Background: an optimization exercise with open tools, aiming at small area and a short achievable clock period. Do not read the settings as production practice.
Power and IR drop assume default switching activity.

old:
Design DSP, start of the top module:
module DSP (a,b,c,d,clk,rst_n,p);
    parameter OPERATION = "ADD" ;
    input [17:0] a,b,d;
    input [47:0] c;
    input clk,rst_n;
    output reg [47:0] p;
    wire [19:0] ax = {2'b00, a};
    reg [8:0] bo, bt, bn;
    reg bz;
    reg [17:0] s1;
    wire [17:0] s0;
    ks18 u_pre (.a(b), .b(d), .s(s0));
    reg [115:0] x;
    wire [115:0] xe = x;
    reg [47:0] r0;
    reg [47:8] r1;
    reg rc;
    wire [47:0] cd = {c[47:36] - 12'd1, c[35:0]};
    wire [115:0] xn;
    wire [8:0] nn = ~bn;
    wire [18:0] sx = {1'b0, s1};
    wire [18:0] sy = {s1, 1'b0};
    wire [17:0] pz = {18{bz}} & s1;
    wire [18:0] pp0 = (({19{bo[0]}} & sx) | ({19{bt[0]}} & sy)) ^ {19{bn[0]}};
    wire [18:0] pp1 = (({19{bo[1]}} & sx) | ({19{bt[1]}} & sy)) ^ {19{bn[1]}};
    wire [18:0] pp2 = (({19{bo[2]}} & sx) | ({19{bt[2]}} & sy)) ^ {19{bn[2]}};
    wire [18:0] pp3 = (({19{bo[3]}} & sx) | ({19{bt[3]}} & sy)) ^ {19{bn[3]}};
  ...
Size in the first run: roughly 18000 um2 of cells after synthesis.
==> flow/config.mk <==
export PLATFORM = sky130hd
export DESIGN_NAME = DSP
export DESIGN_NICKNAME = DSP
export VERILOG_FILES = /design/flow/design.v
export SDC_FILE = /design/flow/constraint.sdc
export NUM_CORES = 4
export LEC_CHECK = 0
export CAP_MARGIN = 20
export CORE_MARGIN = 2
export CORE_UTILIZATION = 60
export CTS_BUF_LIST = sky130_fd_sc_hd__clkbuf_8
export CTS_CLUSTER_DIAMETER = 60
export CTS_CLUSTER_SIZE = 16
export SETUP_SLACK_MARGIN = 4.5
export SLEW_MARGIN = 20
export SYNTH_HIERARCHICAL = 1
export SYNTH_MINIMUM_KEEP_SIZE = 0
==> flow/constraint.sdc <==
create_clock -name core_clock -period 7.0 [get_ports {clk}]
set_input_delay 1.4000 -clock core_clock [delete_from_list [all_inputs] [get_ports {clk}]]
set_output_delay 1.4000 -clock core_clock [all_outputs]
set_load 0.01 [all_outputs]
standard.sh (not shown) runs the stock make flow with config.mk's settings and CLKGATE_MAP_FILE= SYNTH_SCRIPT=/design/flow/synth_recipe.tcl, a recipe that flattens the netlist after the stock synthesis.
==> flow/flow/run.sh <==
#!/bin/bash
# Standard ORFS layout (the standard.sh, unchanged synthesis), except:
# - the input and output ports are buffered with a plain buf_1 instead of the
#   delay-type buffer that buffer_ports picks by default;
# - clock tree synthesis inserts no dummy load cells.
set -euo pipefail
bash standard.sh \
  "BUFFER_PORTS_ARGS=-buffer_cell sky130_fd_sc_hd__buf_1" \
  "CTS_ARGS=-sink_clustering_enable -repair_clock_nets -sink_clustering_size 16 -sink_clustering_max_diameter 60 -buf_list sky130_fd_sc_hd__clkbuf_8 -dont_use_dummy_load" \
  finish > orfs_make.log 2>&1
old | stages: all done | timing, DRC, antenna: all pass
Here is what was changed in the inputs of new compared with old.
-- flow/design.v --
<<< old, line 38
    assign s = p[0] ^ {g[L][W-2:0], 1'b0};
endmodule
module addhi (input [39:0] a, input [39:0] b, input ci, output [39:0] s);
    localparam W = 40;
    localparam L = 6;
    wire [W-1:0] g [0:L];
    wire [W-1:0] p [0:L];
    wire [W-1:0] p0 = a ^ b;
    wire [W-1:0] g0 = a & b;
    assign g[0] = {g0[W-1:1], g0[0] | (p0[0] & ci)};
    assign p[0] = p0;
    genvar l, i;
    generate for (l = 0; l < L; l = l + 1) begin : g_l
        for (i = 0; i < W; i = i + 1) begin : g_i
            if ((i >> l) % 2 == 1) begin : g_m
                assign g[l+1][i] = g[l][i] | (p[l][i] & g[l][((i >> (l+1)) << (l+1)) + (1 << l) - 1]);
                assign p[l+1][i] = p[l][i] & p[l][((i >> (l+1)) << (l+1)) + (1 << l) - 1];
            end else begin : g_k
                assign g[l+1][i] = g[l][i];
                assign p[l+1][i] = p[l][i];
            end
        end
    end endgenerate
    assign s = p0 ^ {g[L][W-2:0], ci};
endmodule
module DSP (a,b,c,d,clk,rst_n,p);
    parameter OPERATION = "ADD" ;
>>> new, line 38
    assign s = p[0] ^ {g[L][W-2:0], 1'b0};
endmodule
module DSP (a,b,c,d,clk,rst_n,p);
    parameter OPERATION = "ADD" ;
<<< old, line 76
    wire [115:0] xe = x;
    reg [47:0] r0;
    reg [47:8] r1;
    reg rc;
    wire [47:0] cd = {c[47:36] - 12'd1, c[35:0]};
>>> new, line 53
    wire [115:0] xe = x;
    reg [47:0] r0;
    reg [47:7] r1;
    reg rc;
    wire [47:0] cd = {c[47:36] - 12'd1, c[35:0]};
<<< old, line 656
    wire [47:0] r1n = {1'b0, 1'b0, 1'b0, 1'b0, 1'b0, 1'b0, 1'b0, 1'b0, 1'b0, hk45, hs45, fs168, fs167, fs166, fs165, fs164, fs163, fs162, fs161, fs160, fs159, fs158, fs157, fs156, fs155, fs154, fs153, fs152, fs151, fs150, fs149, fs148, fs147, fs146, fs145, fs144, fs143, fs142, fs141, fs140, fs139, fs138, fs137, fs136, hs44, hs43, cd[1], cd[0]};
    always @(posedge clk) s1 <= s0;
    wire [8:0] lo = r0n[7:0] + r1n[7:0];
    wire [40:0] hi; addhi u_hi (.a(r0[47:8]), .b(r1[47:8]), .ci(rc), .s(hi[40:1])); assign hi[0] = 1'b0;
    always @(posedge clk or negedge rst_n) begin
        if (!rst_n) begin
>>> new, line 633
    wire [47:0] r1n = {1'b0, 1'b0, 1'b0, 1'b0, 1'b0, 1'b0, 1'b0, 1'b0, 1'b0, hk45, hs45, fs168, fs167, fs166, fs165, fs164, fs163, fs162, fs161, fs160, fs159, fs158, fs157, fs156, fs155, fs154, fs153, fs152, fs151, fs150, fs149, fs148, fs147, fs146, fs145, fs144, fs143, fs142, fs141, fs140, fs139, fs138, fs137, fs136, hs44, hs43, cd[1], cd[0]};
    always @(posedge clk) s1 <= s0;
    wire [7:0] lo = r0n[6:0] + r1n[6:0];
    wire [41:0] hi = {r0[47:7], 1'b1} + {r1[47:7], rc};
    always @(posedge clk or negedge rst_n) begin
        if (!rst_n) begin
<<< old, line 692
            bz <= a[17];
            x  <= xn;
            r0 <= {r0n[47:8], lo[7:0]};
            r1 <= r1n[47:8];
            rc <= lo[8];
            p  <= {hi[40:1], r0[7:0]};
        end
    end
>>> new, line 669
            bz <= a[17];
            x  <= xn;
            r0 <= {r0n[47:7], lo[6:0]};
            r1 <= r1n[47:7];
            rc <= lo[7];
            p  <= {hi[41:1], r0[6:0]};
        end
    end
Notes after the runs:
- Going from old to new, the critical path depth was found to have gone down by 3.
- Flip-flop and latch share of the layout cell area ends up lower on new.
- Looking at old and new, the total of fill cells in the finished design is a wash.
- In the flow results for old and new, the clock power is larger on new.
- Between new and old, it is new whose total wire length is higher, by 6.6%.
- The clock transition at the registers of the reported paths reported for new is greater than that of old by 0.02 ns.
- Of the two values seen for most crowded layer after global routing, met1 was produced by old and met2 by new.
- Cmp old and new / total power density per cell area / lower: old
- Delta (new minus old): setup slack grew by 0.19 ns; mean cell area of the mapped netlist dropped 2.1%; utilization increased 0.37 points; count of placed standard cells in the final layout, fillers left out went up by about 1.4%; wire length of the first global-routing pass picked up an extra about 3%.
- Fmax ended up 26 MHz higher on new than on old.
- new ends up with higher via count normalized by instance count than old does.
No functional check of the RTL was part of any run of this note.


lane 1:
DSP, a different RTL version from the one above (not shown whole).
For scale: roughly 1500 cells after synthesis, roughly 290 flip-flops, about 0.018 mm^2 of cells after synthesis.
## DSP
module DSP (a,b,c,d,clk,rst_n,p);
    parameter OPERATION = "ADD" ;
    input [17:0] a,b,d;
    input [47:0] c;
    input clk,rst_n;
    output reg [47:0] p;
    wire [19:0] ax = {2'b00, a};
    reg [8:0] bo, bt, bn;
    reg bz;
    reg [17:0] s1;
    wire [17:0] s0;
    ks18 u_pre (.a(b), .b(d), .s(s0));
    reg [115:0] x;
    wire [115:0] xe = x;
    reg [47:0] r0;
    reg [47:6] r1;
    reg rc;
    wire [47:0] cd = {c[47:36] - 12'd1, c[35:0]};
    wire [115:0] xn;
    wire [8:0] nn = ~bn;
    wire [18:0] sx = {1'b0, s1};
    wire [18:0] sy = {s1, 1'b0};
    wire [17:0] pz = {18{bz}} & s1;
    wire [18:0] pp0 = (({19{bo[0]}} & sx) | ({19{bt[0]}} & sy)) ^ {19{bn[0]}};
    wire [18:0] pp1 = (({19{bo[1]}} & sx) | ({19{bt[1]}} & sy)) ^ {19{bn[1]}};
    wire [18:0] pp2 = (({19{bo[2]}} & sx) | ({19{bt[2]}} & sy)) ^ {19{bn[2]}};
    wire [18:0] pp3 = (({19{bo[3]}} & sx) | ({19{bt[3]}} & sy)) ^ {19{bn[3]}};
    wire [18:0] pp4 = (({19{bo[4]}} & sx) | ({19{bt[4]}} & sy)) ^ {19{bn[4]}};
    wire [18:0] pp5 = (({19{bo[5]}} & sx) | ({19{bt[5]}} & sy)) ^ {19{bn[5]}};
    wire [18:0] pp6 = (({19{bo[6]}} & sx) | ({19{bt[6]}} & sy)) ^ {19{bn[6]}};
    wire [18:0] pp7 = (({19{bo[7]}} & sx) | ({19{bt[7]}} & sy)) ^ {19{bn[7]}};
    wire [18:0] pp8 = (({19{bo[8]}} & sx) | ({19{bt[8]}} & sy)) ^ {19{bn[8]}};
    wire hs1, hk1;
    wire fs1, fk1;
    wire hs2, hk2;
    wire fs2, fk2;
    wire fs3, fk3;
    wire fs4, fk4;
    wire hs3, hk3;
    wire fs5, fk5;
    wire fs6, fk6;
    wire fs7, fk7;
    wire fs8, fk8;
    wire hs4, hk4;
    wire fs9, fk9;
    wire fs10, fk10;
    wire fs11, fk11;
    wire fs12, fk12;
    wire fs13, fk13;
  ...
==> flow/config.mk <==
export PLATFORM = sky130hd
export DESIGN_NAME = DSP
export DESIGN_NICKNAME = DSP
export VERILOG_FILES = /design/flow/design.v
export SDC_FILE = /design/flow/constraint.sdc
export NUM_CORES = 4
export LEC_CHECK = 0
export CAP_MARGIN = 20
export CORE_MARGIN = 2
export CORE_UTILIZATION = 60
export CTS_BUF_LIST = sky130_fd_sc_hd__clkbuf_8
export CTS_CLUSTER_DIAMETER = 60
export CTS_CLUSTER_SIZE = 16
export SETUP_SLACK_MARGIN = 4.5
export SLEW_MARGIN = 20
export SYNTH_HIERARCHICAL = 1
export SYNTH_MINIMUM_KEEP_SIZE = 0
==> flow/constraint.sdc <==
create_clock -name core_clock -period 7.0 [get_ports {clk}]
set_input_delay 1.4000 -clock core_clock [delete_from_list [all_inputs] [get_ports {clk}]]
set_output_delay 1.4000 -clock core_clock [all_outputs]
set_load 0.01 [all_outputs]
Scripts as last shown in full above: flow/flow/run.sh
Lane 1 did not stop at any stage, and its layout met the timing, design-rule and antenna checks.
## Diff of input files: lane 2 against lane 1
--- a/flow/design.v
+++ b/flow/design.v
@@ -17,51 +17,51 @@
     assign co = a & b;
 endmodule
 module ks18 (input [17:0] a, input [17:0] b, output [17:0] s);
     localparam W = 18;
     localparam L = 5;
     wire [W-1:0] g [0:L];
     wire [W-1:0] p [0:L];
     assign g[0] = a & b;
     assign p[0] = a ^ b;
     genvar l, i;
     generate for (l = 0; l < L; l = l + 1) begin : g_l
         for (i = 0; i < W; i = i + 1) begin : g_i
-            if (i >= (1 << l)) begin : g_m
-                assign g[l+1][i] = g[l][i] | (p[l][i] & g[l][i-(1<<l)]);
-                assign p[l+1][i] = p[l][i] & p[l][i-(1<<l)];
+            if ((i >> l) % 2 == 1) begin : g_m
+                assign g[l+1][i] = g[l][i] | (p[l][i] & g[l][((i >> (l+1)) << (l+1)) + (1 << l) - 1]);
+                assign p[l+1][i] = p[l][i] & p[l][((i >> (l+1)) << (l+1)) + (1 << l) - 1];
             end else begin : g_k
                 assign g[l+1][i] = g[l][i];
                 assign p[l+1][i] = p[l][i];
             end
         end
     end endgenerate
     assign s = p[0] ^ {g[L][W-2:0], 1'b0};
 endmodule
 module DSP (a,b,c,d,clk,rst_n,p);
     parameter OPERATION = "ADD" ;
     input [17:0] a,b,d;
     input [47:0] c;
     input clk,rst_n;
     output reg [47:0] p;
     wire [19:0] ax = {2'b00, a};
     reg [8:0] bo, bt, bn;
     reg bz;
     reg [17:0] s1;
     wire [17:0] s0;
     ks18 u_pre (.a(b), .b(d), .s(s0));
     reg [115:0] x;
     wire [115:0] xe = x;
     reg [47:0] r0;
-    reg [47:6] r1;
+    reg [47:8] r1;
     reg rc;
     wire [47:0] cd = {c[47:36] - 12'd1, c[35:0]};
     wire [115:0] xn;
     wire [8:0] nn = ~bn;
     wire [18:0] sx = {1'b0, s1};
     wire [18:0] sy = {s1, 1'b0};
     wire [17:0] pz = {18{bz}} & s1;
     wire [18:0] pp0 = (({19{bo[0]}} & sx) | ({19{bt[0]}} & sy)) ^ {19{bn[0]}};
     wire [18:0] pp1 = (({19{bo[1]}} & sx) | ({19{bt[1]}} & sy)) ^ {19{bn[1]}};
     wire [18:0] pp2 = (({19{bo[2]}} & sx) | ({19{bt[2]}} & sy)) ^ {19{bn[2]}};
     wire [18:0] pp3 = (({19{bo[3]}} & sx) | ({19{bt[3]}} & sy)) ^ {19{bn[3]}};
     wire [18:0] pp4 = (({19{bo[4]}} & sx) | ({19{bt[4]}} & sy)) ^ {19{bn[4]}};
@@ -623,26 +623,26 @@
     assign xn[107] = fs91;
     assign xn[108] = fk91;
     assign xn[109] = hs21;
     assign xn[110] = hk21;
     assign xn[111] = hs22;
     assign xn[112] = hk22;
     assign xn[113] = hs23;
     assign xn[114] = hk23;
     assign xn[115] = hk12;
     wire [47:0] r0n = {cd[47], cd[46], cd[45], cd[44], cd[43], cd[42], cd[41], cd[40], cd[39], cd[38], fk168, fk167, fk166, fk165, fk164, fk163, fk162, fk161, fk160, fk159, fk158, fk157, fk156, fk155, fk154, fk153, fk152, fk151, fk150, fk149, fk148, fk147, fk146, fk145, fk144, fk143, fk142, fk141, fk140, fk139, fk138, fk137, fk136, hk44, hk43, cd[2], xe[1], xe[0]};
     wire [47:0] r1n = {1'b0, 1'b0, 1'b0, 1'b0, 1'b0, 1'b0, 1'b0, 1'b0, 1'b0, hk45, hs45, fs168, fs167, fs166, fs165, fs164, fs163, fs162, fs161, fs160, fs159, fs158, fs157, fs156, fs155, fs154, fs153, fs152, fs151, fs150, fs149, fs148, fs147, fs146, fs145, fs144, fs143, fs142, fs141, fs140, fs139, fs138, fs137, fs136, hs44, hs43, cd[1], cd[0]};
     always @(posedge clk) s1 <= s0;
-    wire [6:0] lo = r0n[5:0] + r1n[5:0];
-    wire [42:0] hi = {r0[47:6], 1'b1} + {r1[47:6], rc};
+    wire [8:0] lo = r0n[7:0] + r1n[7:0];
+    wire [40:0] hi = {r0[47:8], 1'b1} + {r1[47:8], rc};
     always @(posedge clk or negedge rst_n) begin
         if (!rst_n) begin
             bo <= 0; bt <= 0; bn <= 0; bz <= 0;
             x <= 116'b00101010100100100100100100010010001000100010001000001100000000000000000000000000000000000000000000000000000000000000; r0 <= 0; r1 <= 0; rc <= 0; p <= 0;
         end else begin
             bo[0] <= ax[0] ^ 1'b0;
             bt[0] <= (ax[1] & ~ax[0] & ~1'b0) | (~ax[1] & ax[0] & 1'b0);
             bn[0] <= ax[1];
             bo[1] <= ax[2] ^ ax[1];
             bt[1] <= (ax[3] & ~ax[2] & ~ax[1]) | (~ax[3] & ax[2] & ax[1]);
             bn[1] <= ax[3];
             bo[2] <= ax[4] ^ ax[3];
@@ -659,19 +659,19 @@
             bn[5] <= ax[11];
             bo[6] <= ax[12] ^ ax[11];
             bt[6] <= (ax[13] & ~ax[12] & ~ax[11]) | (~ax[13] & ax[12] & ax[11]);
             bn[6] <= ax[13];
             bo[7] <= ax[14] ^ ax[13];
             bt[7] <= (ax[15] & ~ax[14] & ~ax[13]) | (~ax[15] & ax[14] & ax[13]);
             bn[7] <= ax[15];
             bo[8] <= ax[16] ^ ax[15];
             bt[8] <= (ax[17] & ~ax[16] & ~ax[15]) | (~ax[17] & ax[16] & ax[15]);
             bn[8] <= ax[17];
             bz <= a[17];
             x  <= xn;
-            r0 <= {r0n[47:6], lo[5:0]};
-            r1 <= r1n[47:6];
-            rc <= lo[6];
-            p  <= {hi[42:1], r0[5:0]};
+            r0 <= {r0n[47:8], lo[7:0]};
+            r1 <= r1n[47:8];
+            rc <= lo[8];
+            p  <= {hi[40:1], r0[7:0]};
         end
     end
 endmodule
--- outcome ---
Going from lane 1 to lane 2, utilization of the core after routing now smaller; inverter count of the layout excluding clock inverters now smaller.
Going from lane 1 to lane 2, relative area change from synthesis to final layout -1.5 points, non-clock buffer count decreased by 4 relative to the old numbers, die boundary width decreased by 1.2% relative to the old numbers, final instance area shows a reduction of 770 um^2.
Changes observed in lane 2 relative to lane 1: portion of the clock cycle consumed by the worst path in the final layout increased by 5.0 points relative to the old numbers; wire length on met1 fell 780 um.
No run of this note included a check of the RTL's function; only the layout flow was run.

==> what the ideal ports hide <==
No port has a modelled driver above. Below, the same layouts with a new extraction and two added sets of constraints.
Step 1, drivers: a clkbuf_16 drives clk and a buf_2 each remaining input, both assumed.
Step 2 also shifts input and output timing later by t, the mid clock arrival at the registers, as if the neighbouring blocks saw the same clock.
Slacks: ideal ports / drivers / drivers and shift; pairs: ideal ports / drivers.
run	shift t [ns]	setup slack, ns	clock arrival spread, ns	worst register clock-pin slew, ns	worst slew at a driven data input, ns
old	0.591	4.206 / 4.206 / 4.054	0.059 / 0.059	0.10 / 0.10	0.05
new	0.612	4.392 / 4.392 / 4.001	0.055 / 0.056	0.10 / 0.10	0.04
lane 1	0.603	4.460 / 4.460 / 4.023	0.065 / 0.065	0.10 / 0.10	0.04
lane 2	0.597	4.110 / 4.123 / 3.525	0.048 / 0.049	0.10 / 0.10	0.05
After both steps every run listed still meets setup and hold. The setup slack of lane 2, which loses most, moves by +0.013 ns with the drivers and by -0.585 ns with both steps.
